What follows belongs to an exercise in optimizing a design on an open flow for small area; a production flow would make more cautious choices.
Power and IR drop assume default switching activity.

## b12
module b12(
  input            clock,
  input            reset,
  input            start,
  input      [3:0] k,
  output reg       nloss,
  output reg [3:0] nl,
  output reg       speaker
);
  localparam [4:0]
    G0 = 5'd0,  G2 = 5'd1,  G3 = 5'd2,  G4 = 5'd3,  G5 = 5'd4,  G6 = 5'd5,
    G7 = 5'd6,  G8 = 5'd7,  G9 = 5'd8,  G10 = 5'd9, G10a = 5'd10, G11 = 5'd11,
    G12 = 5'd12, Ea = 5'd13, E0 = 5'd14, E1 = 5'd15, K0 = 5'd16, K1 = 5'd17,
    K2 = 5'd18, K3 = 5'd19, K4 = 5'd20, K5 = 5'd21, K6 = 5'd22, W0 = 5'd23,
    W1 = 5'd24;
  reg [4:0] st;
  reg [4:0] scan, mx, lvl;
  reg [5:0] cnt;
  reg [4:0] ph;
  reg [1:0] dout, din;
  reg [2:0] ctr;
  reg       s;
  reg [1:0] ring [0:31];
  wire cdone = (cnt == 6'd33);
  wire gphase = (st >= G3) && (st <= G12);
  wire kphase = (st >= K0) && (st <= K6);
  wire lphase = (st >= Ea) && (st <= E1);
  wire adv    = (st == G5) || (st == G6) || (st == G7) || (st == G10a) ||
                (st == G11) || (st == G12) || (st == G10) ||
                (st == K2) || (st == K3) || (st == K4);
  wire late   = (st == G10) && (cnt >= 6'd27);
  wire [4:0] fsrc = kphase ? mx : scan;
  wire [4:0] finc = fsrc + 5'd1;
  wire last   = (scan == mx);
  wire [4:0] nidx = (!kphase && last) ? 5'd0 : finc;
  wire [4:0] fidx = (lphase || late || st == G2) ? 5'd0 : adv ? nidx : fsrc;
  wire       hit  = (fidx[2:0] == ph[2:0]);
  wire [1:0] tsel = fidx[4:3] - ph[4:3];
  reg  [1:0] nxt;
  ...
export LEC_CHECK = 0
export ABC_AREA = 1
export CAP_MARGIN = 20
export CORE_MARGIN = 2
export CORE_UTILIZATION = 40
export SLEW_MARGIN = 20
create_clock -name core_clock -period 5.0 [get_ports {clock}]
run.sh (not shown) runs the stock make flow with config.mk's settings and CLKGATE_MAP_FILE= SYNTH_SCRIPT=/design/flow/synth_recipe.tcl, a recipe that flattens the netlist after the stock synthesis.
The baseline passed the timing, design-rule and antenna checks.
Change:
--- a/flow/config.mk
+++ b/flow/config.mk
@@ -9,4 +9,6 @@
 export CAP_MARGIN = 20
 export CORE_MARGIN = 2
-export CORE_UTILIZATION = 40
+export CORE_UTILIZATION = 80
+export CTS_BUF_LIST = sky130_fd_sc_hd__clkbuf_8
+export CTS_CLUSTER_SIZE = 30
 export SLEW_MARGIN = 20
Outcome: Register-to-register slack is worse by 0.66 ns. Sequential share of layout area is higher by 1.8 points. Count of clock-buffer cells in the layout grows by 1. Worst setup slack loses 0.13 ns. Core utilization rises by 43 points. Area after synthesis stays the same. Die area shrinks by well over a third. Cell area drops by a few percent. Clock skew grows by 0.0087 ns.
Change:
--- a/flow/config.mk
+++ b/flow/config.mk
@@ -9,6 +9,7 @@
 export CAP_MARGIN = 20
 export CORE_MARGIN = 2
-export CORE_UTILIZATION = 80
-export CTS_BUF_LIST = sky130_fd_sc_hd__clkbuf_8
-export CTS_CLUSTER_SIZE = 30
+export CORE_UTILIZATION = 70
+export CTS_BUF_LIST = sky130_fd_sc_hd__clkbuf_16
+export CTS_CLUSTER_DIAMETER = 200
+export CTS_CLUSTER_SIZE = 50
 export SLEW_MARGIN = 20
Wire length decreases by about 10%.
Non-clock buffer count is unchanged.
Setup slack improved by 0.13 ns.
Change:
--- a/flow/config.mk
+++ b/flow/config.mk
@@ -9,7 +9,5 @@
 export CAP_MARGIN = 20
 export CORE_MARGIN = 2
-export CORE_UTILIZATION = 70
-export CTS_BUF_LIST = sky130_fd_sc_hd__clkbuf_16
-export CTS_CLUSTER_DIAMETER = 200
-export CTS_CLUSTER_SIZE = 50
+export CORE_UTILIZATION = 65
+export CTS_BUF_LIST = sky130_fd_sc_hd__clkbuf_4 sky130_fd_sc_hd__clkbuf_8
 export SLEW_MARGIN = 20
Result: Synthesized cell count stays the same. Cell area is lower by about 2.8%. Sequential share of layout area is higher by 1.2 points. Die area is higher by about 7%. First-iteration DRC count is lower by 16%. Sequential power stays flat. Worst hold slack got worse by 0.016 ns. Clock skew is higher by 0.015 ns. Total power is lower by about 14%. Setup slack got worse by 0.020 ns. Core utilization is lower by 7.8 points.
No run of this note included a check of the RTL's function; only the layout flow was run.

-- re-timing with driven ports --
No port has a modelled driver above. Below, the same layouts with a new extraction and two added sets of constraints. Step 1 assumes that a clkbuf_16 drives the clock port and a buf_2 every other input. Step 2 moves the port delays by t, midway between the first and last clock arrival at a register: inputs arrive t later, outputs are due t later. That takes back most of the time a late clock gives input paths. a / b / c = ideal ports / drivers / drivers and shift; a / b = the first two.
run	shift t [ns]	setup WS [ns]	slew at the worst register clock pin (ns)	pins driven straight from the clock port
the first run	0.381	1.315 / 1.274 / 1.655	0.08 / 0.08	1
the second run	0.402	1.184 / 1.184 / 1.184	0.11 / 0.11	1
the third run	0.382	1.310 / 1.273 / 1.569	0.08 / 0.08	1
the fourth run	0.407	1.290 / 1.256 / 1.493	0.12 / 0.12	1
After both steps setup and hold are still met in every run listed.
